Background: an optimization exercise with open tools, aiming at small area, a short achievable clock period and few clock cycles per item. Do not read the settings as production practice.
No functional check of the RTL was part of this run.
No activity file was given, so power comes from the tool's default toggle rates.

**flow/config.mk**
```make
export PLATFORM = sky130hd
export DESIGN_NAME = net_4_8_12_16_16_1_10
export DESIGN_NICKNAME = net_4_8_12_16_16_1_10
export VERILOG_FILES = /design/flow/design.v
export SDC_FILE = /design/flow/constraint.sdc
export NUM_CORES = 4
export LEC_CHECK = 0
export ABC_CLOCK_PERIOD_IN_PS = 5000
export CAP_MARGIN = 20
export CORE_MARGIN = 2
export CORE_UTILIZATION = 40
export SETUP_SLACK_MARGIN = 4
export SLEW_MARGIN = 20
```
**flow/constraint.sdc**
```tcl
create_clock -name core_clock -period 10.0 [get_ports {clk}]
set_input_delay 2.0000 -clock core_clock [delete_from_list [all_inputs] [get_ports {clk}]]
set_output_delay 2.0000 -clock core_clock [all_outputs]
set_load 0.01 [all_outputs]
```
**flow/design.v**
```verilog
module fcn_prod #(parameter HW = 15) (
  input  logic [HW-1:0] h,
  input  logic          hs,
  input  logic [5:0]    wc,
  output logic [15:0]   pm,
  output logic          s
);
  logic          op;
  logic [HW+2:0] a, b, m;
  always_comb begin
    s  = hs ^ wc[5];
    op = wc[4];
    a  = ({(HW+3){wc[3]}} & {1'b0, h, 2'b00}) | ({(HW+3){wc[2]}} & {h, 3'b000});
    b  = ({(HW+3){wc[1]}} & {3'b000, h}) | ({(HW+3){wc[0]}} & {2'b00, h, 1'b0});
    m  = a + (b ^ {(HW+3){op}}) + (HW+3)'(op);
    pm = (m[HW+2:15] != '0) ? {s, {15{~s}}} : {1'b0, m[14:0]};
  end
endmodule
module fcn_acc (
  input  logic [15:0]        pm,
  input  logic               s,
  input  logic signed [15:0] acc_in,
  output logic signed [15:0] acc_out
);
  logic [16:0] sum;
  always_comb begin
    sum = {acc_in[15], acc_in} + ({1'b0, pm} ^ {17{s}}) + 17'(s);
    acc_out = (sum[16] != sum[15]) ? {sum[16], {15{~sum[16]}}} : sum[15:0];
  end
endmodule
module net_4_8_12_16_16_1_10 (clk, reset, input_valid, input_ready, input_data, output_valid, output_ready, output_data);
input clk, reset, input_valid, output_ready;
input signed [15:0] input_data;
output logic signed [15:0] output_data;
output output_valid, input_ready;
function automatic logic [5:0] l1_w(input logic [3:0] c, input int j);
  logic [5:0] w;
  w = 6'd0;
  case (j)
    0: case (c)
      4'd0: w = 6'b000010;   
      4'd1: w = 6'b000001;   
      4'd2: w = 6'b001001;   
      4'd3: w = 6'b001000;   
      4'd4: w = 6'b010110;   
      4'd5: w = 6'b100001;   
      4'd6: w = 6'b001000;   
      4'd15: w = 6'b000010;   
      default: w = 6'd0;
    endcase
    1: case (c)
      4'd0: w = 6'b101010;   
      4'd1: w = 6'b111010;   
      4'd2: w = 6'b110110;   
      4'd3: w = 6'b100010;   
      4'd4: w = 6'b110110;   
      4'd5: w = 6'b010110;   
      4'd6: w = 6'b001000;   
      4'd7: w = 6'b000001;   
      default: w = 6'd0;
    endcase
    2: case (c)
      4'd1: w = 6'b100100;   
      4'd2: w = 6'b010110;   
      4'd3: w = 6'b001010;   
      4'd4: w = 6'b010110;   
      4'd5: w = 6'b001001;   
      4'd6: w = 6'b011010;   
      4'd7: w = 6'b000010;   
      4'd8: w = 6'b101000;   
      default: w = 6'd0;
    endcase
    3: case (c)
      4'd2: w = 6'b110110;   
      4'd3: w = 6'b001000;   
      4'd4: w = 6'b010110;   
      4'd5: w = 6'b001010;   
      4'd6: w = 6'b010110;   
      4'd7: w = 6'b100100;   
      4'd8: w = 6'b000010;   
      4'd9: w = 6'b111010;   
      default: w = 6'd0;
    endcase
    default: w = 6'd0;
  endcase
  l1_w = w;
endfunction
function automatic logic [5:0] l2_w(input logic [3:0] c, input int j);
  logic [5:0] w;
  w = 6'd0;
  case (j)
    0: case (c)
      4'd4: w = 6'b001010;   
      4'd5: w = 6'b000000;   
      4'd6: w = 6'b101010;   
      4'd7: w = 6'b011010;   
      4'd8: w = 6'b000010;   
      4'd9: w = 6'b001000;   
      4'd10: w = 6'b001001;   
      4'd11: w = 6'b101010;   
      4'd12: w = 6'b000001;   
      4'd13: w = 6'b000010;   
      4'd14: w = 6'b100010;   
      4'd15: w = 6'b100010;   
      default: w = 6'd0;
    endcase
    1: case (c)
      4'd0: w = 6'b001010;   
      4'd5: w = 6'b101000;   
      4'd6: w = 6'b010110;   
      4'd7: w = 6'b101001;   
      4'd8: w = 6'b001010;   
      4'd9: w = 6'b101010;   
      4'd10: w = 6'b000001;   
      4'd11: w = 6'b000001;   
      4'd12: w = 6'b100010;   
      4'd13: w = 6'b000010;   
      4'd14: w = 6'b010110;   
      4'd15: w = 6'b000000;   
      default: w = 6'd0;
    endcase
    2: case (c)
      4'd0: w = 6'b000000;   
      4'd1: w = 6'b001010;   
      4'd6: w = 6'b100010;   
      4'd7: w = 6'b101010;   
      4'd8: w = 6'b101010;   
      4'd9: w = 6'b100100;   
      4'd10: w = 6'b000001;   
      4'd11: w = 6'b000000;   
      4'd12: w = 6'b101010;   
      4'd13: w = 6'b000001;   
      4'd14: w = 6'b000000;   
      4'd15: w = 6'b100001;   
      default: w = 6'd0;
    endcase
    3: case (c)
      4'd0: w = 6'b111010;   
      4'd1: w = 6'b010110;   
      4'd2: w = 6'b101010;   
      4'd7: w = 6'b100001;   
      4'd8: w = 6'b100001;   
      4'd9: w = 6'b101010;   
      4'd10: w = 6'b100010;   
      4'd11: w = 6'b101010;   
      4'd12: w = 6'b101010;   
      4'd13: w = 6'b010110;   
      4'd14: w = 6'b000001;   
      4'd15: w = 6'b101000;   
      default: w = 6'd0;
    endcase
    4: case (c)
      4'd0: w = 6'b100001;   
      4'd1: w = 6'b011010;   
      4'd2: w = 6'b010110;   
      4'd3: w = 6'b101000;   
      4'd8: w = 6'b000001;   
      4'd9: w = 6'b100010;   
      4'd10: w = 6'b110110;   
      4'd11: w = 6'b100010;   
      4'd12: w = 6'b000001;   
      4'd13: w = 6'b001000;   
      4'd14: w = 6'b000000;   
      4'd15: w = 6'b001000;   
      default: w = 6'd0;
    endcase
    5: case (c)
      4'd0: w = 6'b100010;   
      4'd1: w = 6'b010110;   
      4'd2: w = 6'b001010;   
      4'd3: w = 6'b010110;   
      4'd4: w = 6'b011010;   
      4'd9: w = 6'b100001;   
      4'd10: w = 6'b101001;   
      4'd11: w = 6'b001001;   
      4'd12: w = 6'b101000;   
      4'd13: w = 6'b001010;   
      4'd14: w = 6'b001000;   
      4'd15: w = 6'b100001;   
      default: w = 6'd0;
    endcase
    6: case (c)
      4'd0: w = 6'b100010;   
      4'd1: w = 6'b001001;   
      4'd2: w = 6'b100001;   
      4'd3: w = 6'b111010;   
      4'd4: w = 6'b101010;   
      4'd5: w = 6'b000000;   
      4'd10: w = 6'b101001;   
      4'd11: w = 6'b101010;   
      4'd12: w = 6'b101010;   
      4'd13: w = 6'b001000;   
      4'd14: w = 6'b100010;   
      4'd15: w = 6'b100010;   
      default: w = 6'd0;
    endcase
    7: case (c)
      4'd0: w = 6'b100100;   
      4'd1: w = 6'b101010;   
      4'd2: w = 6'b111010;   
      4'd3: w = 6'b101001;   
      4'd4: w = 6'b000010;   
      4'd5: w = 6'b101001;   
      4'd6: w = 6'b010110;   
      4'd11: w = 6'b101000;   
      4'd12: w = 6'b101010;   
      4'd13: w = 6'b100010;   
      4'd14: w = 6'b101000;   
      4'd15: w = 6'b101001;   
      default: w = 6'd0;
    endcase
    default: w = 6'd0;
  endcase
  l2_w = w;
endfunction
function automatic logic [5:0] l3_w(input logic [3:0] c, input int j);
  logic [5:0] w;
  w = 6'd0;
  case (j)
    0: case (c)
      4'd0: w = 6'b000000;   
      4'd1: w = 6'b100010;   
      4'd2: w = 6'b001001;   
      4'd3: w = 6'b111010;   
      4'd4: w = 6'b101010;   
      4'd5: w = 6'b000001;   
      4'd6: w = 6'b100100;   
      4'd7: w = 6'b101000;   
      4'd8: w = 6'b101000;   
      4'd9: w = 6'b101001;   
      4'd10: w = 6'b001001;   
      4'd11: w = 6'b110110;   
      4'd12: w = 6'b101001;   
      4'd13: w = 6'b101000;   
      4'd14: w = 6'b100100;   
      4'd15: w = 6'b100010;   
      default: w = 6'd0;
    endcase
    1: case (c)
      4'd0: w = 6'b000001;   
      4'd1: w = 6'b110110;   
      4'd2: w = 6'b101001;   
      4'd3: w = 6'b000000;   
      4'd4: w = 6'b101000;   
      4'd5: w = 6'b101010;   
      4'd6: w = 6'b000001;   
      4'd7: w = 6'b000010;   
      4'd8: w = 6'b001001;   
      4'd9: w = 6'b100100;   
      4'd10: w = 6'b001001;   
      4'd11: w = 6'b111010;   
      4'd12: w = 6'b000001;   
      4'd13: w = 6'b001001;   
      4'd14: w = 6'b100100;   
      4'd15: w = 6'b101010;   
      default: w = 6'd0;
    endcase
    2: case (c)
      4'd0: w = 6'b001010;   
      4'd1: w = 6'b010110;   
      4'd2: w = 6'b001001;   
      4'd3: w = 6'b101000;   
      4'd4: w = 6'b011010;   
      4'd5: w = 6'b000001;   
      4'd6: w = 6'b111010;   
      4'd7: w = 6'b110110;   
      4'd8: w = 6'b000010;   
      4'd9: w = 6'b000001;   
      4'd10: w = 6'b010110;   
      4'd11: w = 6'b010110;   
      4'd12: w = 6'b100010;   
      4'd13: w = 6'b001010;   
      4'd14: w = 6'b110110;   
      4'd15: w = 6'b101010;   
      default: w = 6'd0;
    endcase
    3: case (c)
      4'd0: w = 6'b000001;   
      4'd1: w = 6'b100010;   
      4'd2: w = 6'b011010;   
      4'd3: w = 6'b110110;   
      4'd4: w = 6'b001000;   
      4'd5: w = 6'b111010;   
      4'd6: w = 6'b101010;   
      4'd7: w = 6'b010110;   
      4'd8: w = 6'b011010;   
      4'd9: w = 6'b000000;   
      4'd10: w = 6'b100100;   
      4'd11: w = 6'b000010;   
      4'd12: w = 6'b000010;   
      4'd13: w = 6'b110110;   
      4'd14: w = 6'b100001;   
      4'd15: w = 6'b001010;   
      default: w = 6'd0;
    endcase
    4: case (c)
      4'd0: w = 6'b101010;   
      4'd1: w = 6'b010110;   
      4'd2: w = 6'b011010;   
      4'd3: w = 6'b111010;   
      4'd4: w = 6'b101000;   
      4'd5: w = 6'b011010;   
      4'd6: w = 6'b100001;   
      4'd7: w = 6'b100001;   
      4'd8: w = 6'b000001;   
      4'd9: w = 6'b101010;   
      4'd10: w = 6'b011010;   
      4'd11: w = 6'b000010;   
      4'd12: w = 6'b011010;   
      4'd13: w = 6'b010110;   
      4'd14: w = 6'b000010;   
      4'd15: w = 6'b000000;   
      default: w = 6'd0;
    endcase
    5: case (c)
      4'd0: w = 6'b100100;   
      4'd1: w = 6'b101000;   
      4'd2: w = 6'b000001;   
      4'd3: w = 6'b111010;   
      4'd4: w = 6'b100010;   
      4'd5: w = 6'b011010;   
      4'd6: w = 6'b110110;   
      4'd7: w = 6'b010110;   
      4'd8: w = 6'b111010;   
      4'd9: w = 6'b101010;   
      4'd10: w = 6'b100100;   
      4'd11: w = 6'b101000;   
      4'd12: w = 6'b000010;   
      4'd13: w = 6'b011010;   
      4'd14: w = 6'b001010;   
      4'd15: w = 6'b100001;   
      default: w = 6'd0;
    endcase
    6: case (c)
      4'd0: w = 6'b100010;   
      4'd1: w = 6'b100001;   
      4'd2: w = 6'b110110;   
      4'd3: w = 6'b001010;   
      4'd4: w = 6'b100001;   
      4'd5: w = 6'b000001;   
      4'd6: w = 6'b111010;   
      4'd7: w = 6'b000000;   
      4'd8: w = 6'b011010;   
      4'd9: w = 6'b001010;   
      4'd10: w = 6'b100100;   
      4'd11: w = 6'b110110;   
      4'd12: w = 6'b011010;   
      4'd13: w = 6'b101001;   
      4'd14: w = 6'b101000;   
      4'd15: w = 6'b000001;   
      default: w = 6'd0;
    endcase
    7: case (c)
      4'd0: w = 6'b101010;   
      4'd1: w = 6'b001010;   
      4'd2: w = 6'b000001;   
      4'd3: w = 6'b110110;   
      4'd4: w = 6'b000000;   
      4'd5: w = 6'b000001;   
      4'd6: w = 6'b000001;   
      4'd7: w = 6'b101000;   
      4'd8: w = 6'b101001;   
      4'd9: w = 6'b001001;   
      4'd10: w = 6'b001001;   
      4'd11: w = 6'b000010;   
      4'd12: w = 6'b000000;   
      4'd13: w = 6'b010110;   
      4'd14: w = 6'b101010;   
      4'd15: w = 6'b011010;   
      default: w = 6'd0;
    endcase
    8: case (c)
      4'd0: w = 6'b101000;   
      4'd1: w = 6'b011010;   
      4'd2: w = 6'b100001;   
      4'd3: w = 6'b010110;   
      4'd4: w = 6'b000010;   
      4'd5: w = 6'b000010;   
      4'd6: w = 6'b111010;   
      4'd7: w = 6'b100010;   
      4'd8: w = 6'b001001;   
      4'd9: w = 6'b011010;   
      4'd10: w = 6'b110110;   
      4'd11: w = 6'b100010;   
      4'd12: w = 6'b001000;   
      4'd13: w = 6'b111010;   
      4'd14: w = 6'b100010;   
      4'd15: w = 6'b101010;   
      default: w = 6'd0;
    endcase
    9: case (c)
      4'd0: w = 6'b101010;   
      4'd1: w = 6'b001001;   
      4'd2: w = 6'b111010;   
      4'd3: w = 6'b100001;   
      4'd4: w = 6'b111010;   
      4'd5: w = 6'b000000;   
      4'd6: w = 6'b101010;   
      4'd7: w = 6'b000010;   
      4'd8: w = 6'b001001;   
      4'd9: w = 6'b101001;   
      4'd10: w = 6'b100010;   
      4'd11: w = 6'b000010;   
      4'd12: w = 6'b101001;   
      4'd13: w = 6'b011010;   
      4'd14: w = 6'b011010;   
      4'd15: w = 6'b100100;   
      default: w = 6'd0;
    endcase
    10: case (c)
      4'd0: w = 6'b001001;   
      4'd1: w = 6'b010110;   
      4'd2: w = 6'b101010;   
      4'd3: w = 6'b101010;   
      4'd4: w = 6'b100001;   
      4'd5: w = 6'b101010;   
      4'd6: w = 6'b101001;   
      4'd7: w = 6'b001010;   
      4'd8: w = 6'b001010;   
      4'd9: w = 6'b101000;   
      4'd10: w = 6'b011010;   
      4'd11: w = 6'b001001;   
      4'd12: w = 6'b010110;   
      4'd13: w = 6'b000001;   
      4'd14: w = 6'b001001;   
      4'd15: w = 6'b001000;   
      default: w = 6'd0;
    endcase
    11: case (c)
      4'd0: w = 6'b011010;   
      4'd1: w = 6'b110110;   
      4'd2: w = 6'b100001;   
      4'd3: w = 6'b100100;   
      4'd4: w = 6'b101000;   
      4'd5: w = 6'b110110;   
      4'd6: w = 6'b001001;   
      4'd7: w = 6'b101001;   
      4'd8: w = 6'b101000;   
      4'd9: w = 6'b001000;   
      4'd10: w = 6'b100001;   
      4'd11: w = 6'b000001;   
      4'd12: w = 6'b110110;   
      4'd13: w = 6'b111010;   
      4'd14: w = 6'b101010;   
      4'd15: w = 6'b101001;   
      default: w = 6'd0;
    endcase
    default: w = 6'd0;
  endcase
  l3_w = w;
endfunction
  logic [3:0] c;            
  logic       v0, v1, v2;   
  logic [2:0] wcnt;         
  logic       pvalid;       
  logic       skv;          
  logic       adv;          
  logic       empty, take, launch;
  assign pvalid = (c >= 4'd10) ? v1 : v2;
  assign adv    = ~skv;
  assign empty  = ~(v0 | v1 | v2);
  assign input_ready = ~wcnt[2] & ~(v0 & ({1'b0, c} < 5'(wcnt) + 5'd8));
  assign take   = input_valid & input_ready;
  assign launch = adv & wcnt[2] & (c == 4'd15);
  always_ff @(posedge clk) begin
    if (reset) begin
      c <= 4'd15;
      v0 <= 1'b0; v1 <= 1'b0; v2 <= 1'b0;
      wcnt <= 3'd0;
      skv <= 1'b0;
    end else begin
      if (launch)
        wcnt <= 3'd0;
      else if (take)
        wcnt <= wcnt + 3'd1;
      if (adv) begin
        c <= (empty & ~launch) ? 4'd15 : c + 4'd1;
        if (c == 4'd15) begin
          v0 <= launch; v1 <= v0; v2 <= v1;
        end
      end
      if (skv)
        skv <= ~output_ready;
      else
        skv <= pvalid & ~output_ready;
    end
  end
  logic [15:0] xm [4];
  logic        xs [4];
  always_ff @(posedge clk)
    if (take) begin
      xm[wcnt[1:0]] <= input_data[15] ? 16'(-input_data) : input_data;
      xs[wcnt[1:0]] <= input_data[15];
    end
  logic signed [15:0] a1 [4];    
  logic signed [15:0] r1 [3];    
  logic [15:0] l1_pm0; logic l1_s0;
  fcn_prod #(16) l1_p0 (.h(xm[0]), .hs(xs[0]), .wc(l1_w(c, 0)), .pm(l1_pm0), .s(l1_s0));
  logic [15:0] l1_qm0; logic l1_qs0;
  always_ff @(posedge clk) if (adv) begin l1_qm0 <= l1_pm0; l1_qs0 <= l1_s0; end
  assign a1[0] = l1_qs0 ? 16'(-l1_qm0) : l1_qm0;
  always_ff @(posedge clk) if (adv) r1[0] <= a1[0];
  logic [15:0] l1_pm1; logic l1_s1;
  fcn_prod #(16) l1_p1 (.h(xm[1]), .hs(xs[1]), .wc(l1_w(c, 1)), .pm(l1_pm1), .s(l1_s1));
  logic [15:0] l1_qm1; logic l1_qs1;
  always_ff @(posedge clk) if (adv) begin l1_qm1 <= l1_pm1; l1_qs1 <= l1_s1; end
  fcn_acc l1_a1 (.pm(l1_qm1), .s(l1_qs1), .acc_in(r1[0]), .acc_out(a1[1]));
  always_ff @(posedge clk) if (adv) r1[1] <= a1[1];
  logic [15:0] l1_pm2; logic l1_s2;
  fcn_prod #(16) l1_p2 (.h(xm[2]), .hs(xs[2]), .wc(l1_w(c, 2)), .pm(l1_pm2), .s(l1_s2));
  logic [15:0] l1_qm2; logic l1_qs2;
  always_ff @(posedge clk) if (adv) begin l1_qm2 <= l1_pm2; l1_qs2 <= l1_s2; end
  fcn_acc l1_a2 (.pm(l1_qm2), .s(l1_qs2), .acc_in(r1[1]), .acc_out(a1[2]));
  always_ff @(posedge clk) if (adv) r1[2] <= a1[2];
  logic [15:0] l1_pm3; logic l1_s3;
  fcn_prod #(16) l1_p3 (.h(xm[3]), .hs(xs[3]), .wc(l1_w(c, 3)), .pm(l1_pm3), .s(l1_s3));
  logic [15:0] l1_qm3; logic l1_qs3;
  always_ff @(posedge clk) if (adv) begin l1_qm3 <= l1_pm3; l1_qs3 <= l1_s3; end
  fcn_acc l1_a3 (.pm(l1_qm3), .s(l1_qs3), .acc_in(r1[2]), .acc_out(a1[3]));
  logic [14:0] h1bus;    
  assign h1bus = a1[3][15] ? 15'd0 : a1[3][14:0];
  logic [14:0] h1 [8];
  for (genvar j = 0; j < 8; j++) begin : g_h1
    always_ff @(posedge clk) if (adv && c == 4'((3 + j) % 16)) h1[j] <= h1bus;
  end
  logic signed [15:0] a2 [8];    
  logic signed [15:0] r2 [7];    
  logic [15:0] l2_pm0; logic l2_s0;
  fcn_prod #(15) l2_p0 (.h(h1[0]), .hs(1'b0), .wc(l2_w(c, 0)), .pm(l2_pm0), .s(l2_s0));
  logic [15:0] l2_qm0; logic l2_qs0;
  always_ff @(posedge clk) if (adv) begin l2_qm0 <= l2_pm0; l2_qs0 <= l2_s0; end
  assign a2[0] = l2_qs0 ? 16'(-l2_qm0) : l2_qm0;
  always_ff @(posedge clk) if (adv) r2[0] <= a2[0];
  logic [15:0] l2_pm1; logic l2_s1;
  fcn_prod #(15) l2_p1 (.h(h1[1]), .hs(1'b0), .wc(l2_w(c, 1)), .pm(l2_pm1), .s(l2_s1));
  logic [15:0] l2_qm1; logic l2_qs1;
  always_ff @(posedge clk) if (adv) begin l2_qm1 <= l2_pm1; l2_qs1 <= l2_s1; end
  fcn_acc l2_a1 (.pm(l2_qm1), .s(l2_qs1), .acc_in(r2[0]), .acc_out(a2[1]));
  always_ff @(posedge clk) if (adv) r2[1] <= a2[1];
  logic [15:0] l2_pm2; logic l2_s2;
  fcn_prod #(15) l2_p2 (.h(h1[2]), .hs(1'b0), .wc(l2_w(c, 2)), .pm(l2_pm2), .s(l2_s2));
  logic [15:0] l2_qm2; logic l2_qs2;
  always_ff @(posedge clk) if (adv) begin l2_qm2 <= l2_pm2; l2_qs2 <= l2_s2; end
  fcn_acc l2_a2 (.pm(l2_qm2), .s(l2_qs2), .acc_in(r2[1]), .acc_out(a2[2]));
  always_ff @(posedge clk) if (adv) r2[2] <= a2[2];
  logic [15:0] l2_pm3; logic l2_s3;
  fcn_prod #(15) l2_p3 (.h(h1[3]), .hs(1'b0), .wc(l2_w(c, 3)), .pm(l2_pm3), .s(l2_s3));
  logic [15:0] l2_qm3; logic l2_qs3;
  always_ff @(posedge clk) if (adv) begin l2_qm3 <= l2_pm3; l2_qs3 <= l2_s3; end
  fcn_acc l2_a3 (.pm(l2_qm3), .s(l2_qs3), .acc_in(r2[2]), .acc_out(a2[3]));
  always_ff @(posedge clk) if (adv) r2[3] <= a2[3];
  logic [15:0] l2_pm4; logic l2_s4;
  fcn_prod #(15) l2_p4 (.h(h1[4]), .hs(1'b0), .wc(l2_w(c, 4)), .pm(l2_pm4), .s(l2_s4));
  logic [15:0] l2_qm4; logic l2_qs4;
  always_ff @(posedge clk) if (adv) begin l2_qm4 <= l2_pm4; l2_qs4 <= l2_s4; end
  fcn_acc l2_a4 (.pm(l2_qm4), .s(l2_qs4), .acc_in(r2[3]), .acc_out(a2[4]));
  always_ff @(posedge clk) if (adv) r2[4] <= a2[4];
  logic [15:0] l2_pm5; logic l2_s5;
  fcn_prod #(15) l2_p5 (.h(h1[5]), .hs(1'b0), .wc(l2_w(c, 5)), .pm(l2_pm5), .s(l2_s5));
  logic [15:0] l2_qm5; logic l2_qs5;
  always_ff @(posedge clk) if (adv) begin l2_qm5 <= l2_pm5; l2_qs5 <= l2_s5; end
  fcn_acc l2_a5 (.pm(l2_qm5), .s(l2_qs5), .acc_in(r2[4]), .acc_out(a2[5]));
  always_ff @(posedge clk) if (adv) r2[5] <= a2[5];
  logic [15:0] l2_pm6; logic l2_s6;
  fcn_prod #(15) l2_p6 (.h(h1[6]), .hs(1'b0), .wc(l2_w(c, 6)), .pm(l2_pm6), .s(l2_s6));
  logic [15:0] l2_qm6; logic l2_qs6;
  always_ff @(posedge clk) if (adv) begin l2_qm6 <= l2_pm6; l2_qs6 <= l2_s6; end
  fcn_acc l2_a6 (.pm(l2_qm6), .s(l2_qs6), .acc_in(r2[5]), .acc_out(a2[6]));
  always_ff @(posedge clk) if (adv) r2[6] <= a2[6];
  logic [15:0] l2_pm7; logic l2_s7;
  fcn_prod #(15) l2_p7 (.h(h1[7]), .hs(1'b0), .wc(l2_w(c, 7)), .pm(l2_pm7), .s(l2_s7));
  logic [15:0] l2_qm7; logic l2_qs7;
  always_ff @(posedge clk) if (adv) begin l2_qm7 <= l2_pm7; l2_qs7 <= l2_s7; end
  fcn_acc l2_a7 (.pm(l2_qm7), .s(l2_qs7), .acc_in(r2[6]), .acc_out(a2[7]));
  logic [14:0] h2bus;    
  assign h2bus = a2[7][15] ? 15'd0 : a2[7][14:0];
  logic [14:0] h2 [12];
  for (genvar j = 0; j < 12; j++) begin : g_h2
    always_ff @(posedge clk) if (adv && c == 4'((12 + j) % 16)) h2[j] <= h2bus;
  end
  logic signed [15:0] a3 [12];    
  logic signed [15:0] r3 [11];    
  logic [15:0] l3_pm0; logic l3_s0;
  fcn_prod #(15) l3_p0 (.h(h2[0]), .hs(1'b0), .wc(l3_w(c, 0)), .pm(l3_pm0), .s(l3_s0));
  logic [15:0] l3_qm0; logic l3_qs0;
  always_ff @(posedge clk) if (adv) begin l3_qm0 <= l3_pm0; l3_qs0 <= l3_s0; end
  assign a3[0] = l3_qs0 ? 16'(-l3_qm0) : l3_qm0;
  always_ff @(posedge clk) if (adv) r3[0] <= a3[0];
  logic [15:0] l3_pm1; logic l3_s1;
  fcn_prod #(15) l3_p1 (.h(h2[1]), .hs(1'b0), .wc(l3_w(c, 1)), .pm(l3_pm1), .s(l3_s1));
  logic [15:0] l3_qm1; logic l3_qs1;
  always_ff @(posedge clk) if (adv) begin l3_qm1 <= l3_pm1; l3_qs1 <= l3_s1; end
  fcn_acc l3_a1 (.pm(l3_qm1), .s(l3_qs1), .acc_in(r3[0]), .acc_out(a3[1]));
  always_ff @(posedge clk) if (adv) r3[1] <= a3[1];
  logic [15:0] l3_pm2; logic l3_s2;
  fcn_prod #(15) l3_p2 (.h(h2[2]), .hs(1'b0), .wc(l3_w(c, 2)), .pm(l3_pm2), .s(l3_s2));
  logic [15:0] l3_qm2; logic l3_qs2;
  always_ff @(posedge clk) if (adv) begin l3_qm2 <= l3_pm2; l3_qs2 <= l3_s2; end
  fcn_acc l3_a2 (.pm(l3_qm2), .s(l3_qs2), .acc_in(r3[1]), .acc_out(a3[2]));
  always_ff @(posedge clk) if (adv) r3[2] <= a3[2];
  logic [15:0] l3_pm3; logic l3_s3;
  fcn_prod #(15) l3_p3 (.h(h2[3]), .hs(1'b0), .wc(l3_w(c, 3)), .pm(l3_pm3), .s(l3_s3));
  logic [15:0] l3_qm3; logic l3_qs3;
  always_ff @(posedge clk) if (adv) begin l3_qm3 <= l3_pm3; l3_qs3 <= l3_s3; end
  fcn_acc l3_a3 (.pm(l3_qm3), .s(l3_qs3), .acc_in(r3[2]), .acc_out(a3[3]));
  always_ff @(posedge clk) if (adv) r3[3] <= a3[3];
  logic [15:0] l3_pm4; logic l3_s4;
  fcn_prod #(15) l3_p4 (.h(h2[4]), .hs(1'b0), .wc(l3_w(c, 4)), .pm(l3_pm4), .s(l3_s4));
  logic [15:0] l3_qm4; logic l3_qs4;
  always_ff @(posedge clk) if (adv) begin l3_qm4 <= l3_pm4; l3_qs4 <= l3_s4; end
  fcn_acc l3_a4 (.pm(l3_qm4), .s(l3_qs4), .acc_in(r3[3]), .acc_out(a3[4]));
  always_ff @(posedge clk) if (adv) r3[4] <= a3[4];
  logic [15:0] l3_pm5; logic l3_s5;
  fcn_prod #(15) l3_p5 (.h(h2[5]), .hs(1'b0), .wc(l3_w(c, 5)), .pm(l3_pm5), .s(l3_s5));
  logic [15:0] l3_qm5; logic l3_qs5;
  always_ff @(posedge clk) if (adv) begin l3_qm5 <= l3_pm5; l3_qs5 <= l3_s5; end
  fcn_acc l3_a5 (.pm(l3_qm5), .s(l3_qs5), .acc_in(r3[4]), .acc_out(a3[5]));
  always_ff @(posedge clk) if (adv) r3[5] <= a3[5];
  logic [15:0] l3_pm6; logic l3_s6;
  fcn_prod #(15) l3_p6 (.h(h2[6]), .hs(1'b0), .wc(l3_w(c, 6)), .pm(l3_pm6), .s(l3_s6));
  logic [15:0] l3_qm6; logic l3_qs6;
  always_ff @(posedge clk) if (adv) begin l3_qm6 <= l3_pm6; l3_qs6 <= l3_s6; end
  fcn_acc l3_a6 (.pm(l3_qm6), .s(l3_qs6), .acc_in(r3[5]), .acc_out(a3[6]));
  always_ff @(posedge clk) if (adv) r3[6] <= a3[6];
  logic [15:0] l3_pm7; logic l3_s7;
  fcn_prod #(15) l3_p7 (.h(h2[7]), .hs(1'b0), .wc(l3_w(c, 7)), .pm(l3_pm7), .s(l3_s7));
  logic [15:0] l3_qm7; logic l3_qs7;
  always_ff @(posedge clk) if (adv) begin l3_qm7 <= l3_pm7; l3_qs7 <= l3_s7; end
  fcn_acc l3_a7 (.pm(l3_qm7), .s(l3_qs7), .acc_in(r3[6]), .acc_out(a3[7]));
  always_ff @(posedge clk) if (adv) r3[7] <= a3[7];
  logic [15:0] l3_pm8; logic l3_s8;
  fcn_prod #(15) l3_p8 (.h(h2[8]), .hs(1'b0), .wc(l3_w(c, 8)), .pm(l3_pm8), .s(l3_s8));
  logic [15:0] l3_qm8; logic l3_qs8;
  always_ff @(posedge clk) if (adv) begin l3_qm8 <= l3_pm8; l3_qs8 <= l3_s8; end
  fcn_acc l3_a8 (.pm(l3_qm8), .s(l3_qs8), .acc_in(r3[7]), .acc_out(a3[8]));
  always_ff @(posedge clk) if (adv) r3[8] <= a3[8];
  logic [15:0] l3_pm9; logic l3_s9;
  fcn_prod #(15) l3_p9 (.h(h2[9]), .hs(1'b0), .wc(l3_w(c, 9)), .pm(l3_pm9), .s(l3_s9));
  logic [15:0] l3_qm9; logic l3_qs9;
  always_ff @(posedge clk) if (adv) begin l3_qm9 <= l3_pm9; l3_qs9 <= l3_s9; end
  fcn_acc l3_a9 (.pm(l3_qm9), .s(l3_qs9), .acc_in(r3[8]), .acc_out(a3[9]));
  always_ff @(posedge clk) if (adv) r3[9] <= a3[9];
  logic [15:0] l3_pm10; logic l3_s10;
  fcn_prod #(15) l3_p10 (.h(h2[10]), .hs(1'b0), .wc(l3_w(c, 10)), .pm(l3_pm10), .s(l3_s10));
  logic [15:0] l3_qm10; logic l3_qs10;
  always_ff @(posedge clk) if (adv) begin l3_qm10 <= l3_pm10; l3_qs10 <= l3_s10; end
  fcn_acc l3_a10 (.pm(l3_qm10), .s(l3_qs10), .acc_in(r3[9]), .acc_out(a3[10]));
  always_ff @(posedge clk) if (adv) r3[10] <= a3[10];
  logic [15:0] l3_pm11; logic l3_s11;
  fcn_prod #(15) l3_p11 (.h(h2[11]), .hs(1'b0), .wc(l3_w(c, 11)), .pm(l3_pm11), .s(l3_s11));
  logic [15:0] l3_qm11; logic l3_qs11;
  always_ff @(posedge clk) if (adv) begin l3_qm11 <= l3_pm11; l3_qs11 <= l3_s11; end
  fcn_acc l3_a11 (.pm(l3_qm11), .s(l3_qs11), .acc_in(r3[10]), .acc_out(a3[11]));
  logic [14:0] yreg, skd;
  always_ff @(posedge clk) if (adv) yreg <= a3[11][15] ? 15'd0 : a3[11][14:0];
  always_ff @(posedge clk) if (~skv) skd <= yreg;
  assign output_valid = skv | pvalid;
  assign output_data  = {1'b0, skv ? skd : yreg};
endmodule
```
**flow/run.sh**
```bash
#!/bin/bash
# synth_recipe.tcl (not shown) runs the flow's synth.tcl, then flattens the netlist and writes it again
# the make line also repeats each setting of config.mk as NAME=value (left out here)
make -C /OpenROAD-flow-scripts/flow DESIGN_CONFIG=/design/flow/config.mk WORK_HOME=/design/flow/orfs CLKGATE_MAP_FILE= SYNTH_SCRIPT=/design/flow/synth_recipe.tcl finish
```
==> results by group <==
Placement
  • Dpl cell area: 93200 sq um
  • Placer Congestion: 0.899
  • Port bufs: 36
  • Placed Cells: 11300
  • Placed wire-length estimate: 173 mm

Setup path
  • Data required, critical path: 8.00 ns
  • Critical path startpoint category: flip-flop
  • Critical Path Fanout Max: 153
  • CP arrival: 3.58 ns
  • CP Capture Type: primary output
  • CP Class: reg -> out

Routing
  • Vias: 64500
  • WL per Instance: 20.0 um
  • Post-Route WL: 231 mm
  • Iter 0 DRT Violations: 5417
  • Vias per cell: 5.58
  • Antenna Nets Post-Route: 0
  • First-pass DRT Iterations: 6
  • DR DRC count: 0

Floorplan
  • Die area: 229000 sq um
  • # IOs: 38
  • Die Y: 478 um
  • Core area: 224000 sq um
  • Initial core utilization: 40.1%
  • Site Rows: 174
  • Die width: 478 um

CTS
  • Worst-skew pair later-pin latency: 0.82 ns
  • Post-CTS Hold Buffers: 0
  • CTS tree: done
  • CTS max path bufs: 3
  • Post-cts sizing count: 0
  • Num CTS Buffers: 153
  • Clock sink total: 1289
  • Clock transition at the registers of the reported paths: 0.06 ns
  • CTS Root Cell: clkbuf_16
  • Number of setup buffers added after CTS: 0
  • H-tree depth: 4

Pwr
  • Max VDD drop: 0.267 mV
  • Leak: 40.0 nW
  • Pwr Total: 0.0254 W
  • PD cells: 258 nW/um^2

GRT
  • Largest net degree at the start of global routing: 154
  • Overflow after GRT: 0
  • Vias in the first global route: 62400
  • Antenna violations before repair: 11
  • Global-route wire length before repair: 358 mm
  • GRT Resource Usage Total: 19.7%

STA
  • Final Skew: 0.0585 ns
  • RSZ-0062 raised after global routing: no
  • Setup Total Neg Slack: 0 ns
  • Setup Viol. Count Final: 0
  • Worst Tran Pin Value: 1.13 ns
  • WHS: 0.475 ns
  • Rel. slew slack: 24.2%
  • Fin. Hold Viols: 0
  • Slew Viols, Final: 0
  • Tmin final: 5.58 ns
  • Tcrit/Tclk final: 55.8%
  • F_max: 179 MHz

Cells and area
  • Final Net Count: 9223
  • Area delta synth->final: 9.53%
  • Final instance area: 98500 sq um
  • Commonest non-fill, non-tap cell in the layout: edfxtp_1
  • Area taken by flip-flops and latches: 37100 sq um
  • Most frequent cells in the layout: edfxtp_1, xnor2_1, ha_1
  • Filler cell count: 20800
  • Multi-input logic area: 50700 sq um
  • Fraction of layout cells with a size suffix above 1: 4.88%
  • Non-filler instance count after layout: 11600

Logic synthesis
  • EDFF count, synth: 1127
  • Synth unique cells: 96
  • Syn Area/Cell: 10.6 sq um
  • Ys Warns: 20
  • Async SR Flop Fraction: 0%
  • #FFs+latches synth: 1289
  • Post-synthesis sequential area ratio: 41.3%
  • Synth Net Count: 9305
  • Main synth FF type: edfxtp_1
  • Combined area of all synthesized cells: 89900 sq um
  • Mapped Cells: 8513

Status
  • Status: no timing/DRC/antenna violations

Worst hold path
  • Min-delay worst type: reg -> reg

Run
  • Max-Cap Viols: 0
==> critical path, stage by stage, from the launching register on <==
cell	delay [ns]
dfxtp_2	0.90
clkinv_16	0.48
buf_4	0.59
nand2_1	0.23
clkdlybuf4s50_1	0.56
==> per-stage QoR <==
stage | worst slack [ns] | util, %
floorplan | 4.25 | -
global placement | 4.49 | 41.6
detailed placement | 4.36 | 41.6
CTS | 4.17 | 43.9
global route | 4.12 | 44.0
finish | 4.42 | 44.0
==> routing by layer <==
layer / GRT usage [%] / vias up / wire length (um)
li1: - / 31700 / -
met1: 27.6 / 31000 / 110000
met2: 32.1 / 1491 / 106000
met3: 2.37 / 306 / 10300
met4: 5.12 / 0 / 5170
met5: 0 / - / 0
==> path summary, 6_finish.rpt <==
path                    startpoint  slack (ns)                   to  cells past startpoint
setup / recovery    skv$_SDFF_PP0_        4.42         output_valid                      4
hold / removal     skd[14]$_DFF_P_        0.47      skd[14]$_DFF_P_                      1
setup reg to reg  l2_qs7$_DFFE_PN_        4.76  h2[5][13]$_DFFE_PP_                     13
hold reg to reg    skd[14]$_DFF_P_        0.47      skd[14]$_DFF_P_                      1
==> sequential cells by signal, summed over array words and instances, names as in the netlist, 48 cells and up, named ones only <==
signal	cells
h2	180
r2	112
h1	120
r1	48
xm	64
r3	176
==> synth_stat cells (all sizes together), types with 207 or more instances <==
library cell	count	area, sq um
nand2	493	1850
a22oi	317	2400
a22o	324	2840
mux2i	207	2070
xor2	617	5400
o21ai	404	2030
edfxtp	1127	33800
ha	750	9380
xnor2	818	7160
clkbuf	253	950
a21o	297	2230
nor2	313	1170
a21oi	745	3740
inv	229	860
==> area by class of cell <==
class | instances | share of cell area, %
clock buffer | 188 | 4.16
sequential | 1289 | 37.7
timing repair buffer | 100 | 0.882
antenna | 3 | 0.00762
multi-input combinational | 6650 | 51.5
tap | 2992 | 3.80
inverter | 237 | 0.930
clock inverter | 93 | 1.02
==> cell families after synthesis <==
| logic type | synth area share, % |
|---|---|
| other | 0.00417 |
| XOR/XNOR | 14.0 |
| adder cells (fa/ha/maj) | 11.5 |
| multiplexers | 2.81 |
| buffers and inverters | 2.53 |
| flip-flops | 41.3 |
| AND/OR/NAND/NOR | 7.29 |
| AO/OA/AOI/OAI | 20.6 |
==> report_power, final <==
| part | switching [W] | leakage (nW) | internal, W |
|---|---|---|---|
| logic | 0.00672 | 24.5 | 0.00417 |
| registers | 0.000675 | 13.0 | 0.00815 |
| clock network | 0.00239 | 2.46 | 0.00324 |
| total | 0.00979 | 40.0 | 0.0156 |

-- port drivers added, routing unchanged --
The results above use ideal ports. As a check the final layout listed here was re-extracted and re-timed, cells and wires unchanged.
Step 1, drivers: a clkbuf_16 drives clk and a buf_2 each remaining input, both assumed.
Step 2, shift: input delay + t, output delay - t, t = (earliest + latest rising clock arrival at the registers) / 2. This alone moves slack from input paths to output paths.
Slacks: ideal / step 1 / step 2; pairs: ideal / step 1.
shift t [ns]: 0.885
setup slack, ns: 4.417 / 4.329 / 4.144
latest minus earliest clock arrival (ns): 0.072 / 0.071
After both steps this run still meets setup and hold. The setup slack of this run moves by -0.088 ns with the drivers and by -0.273 ns with both steps.
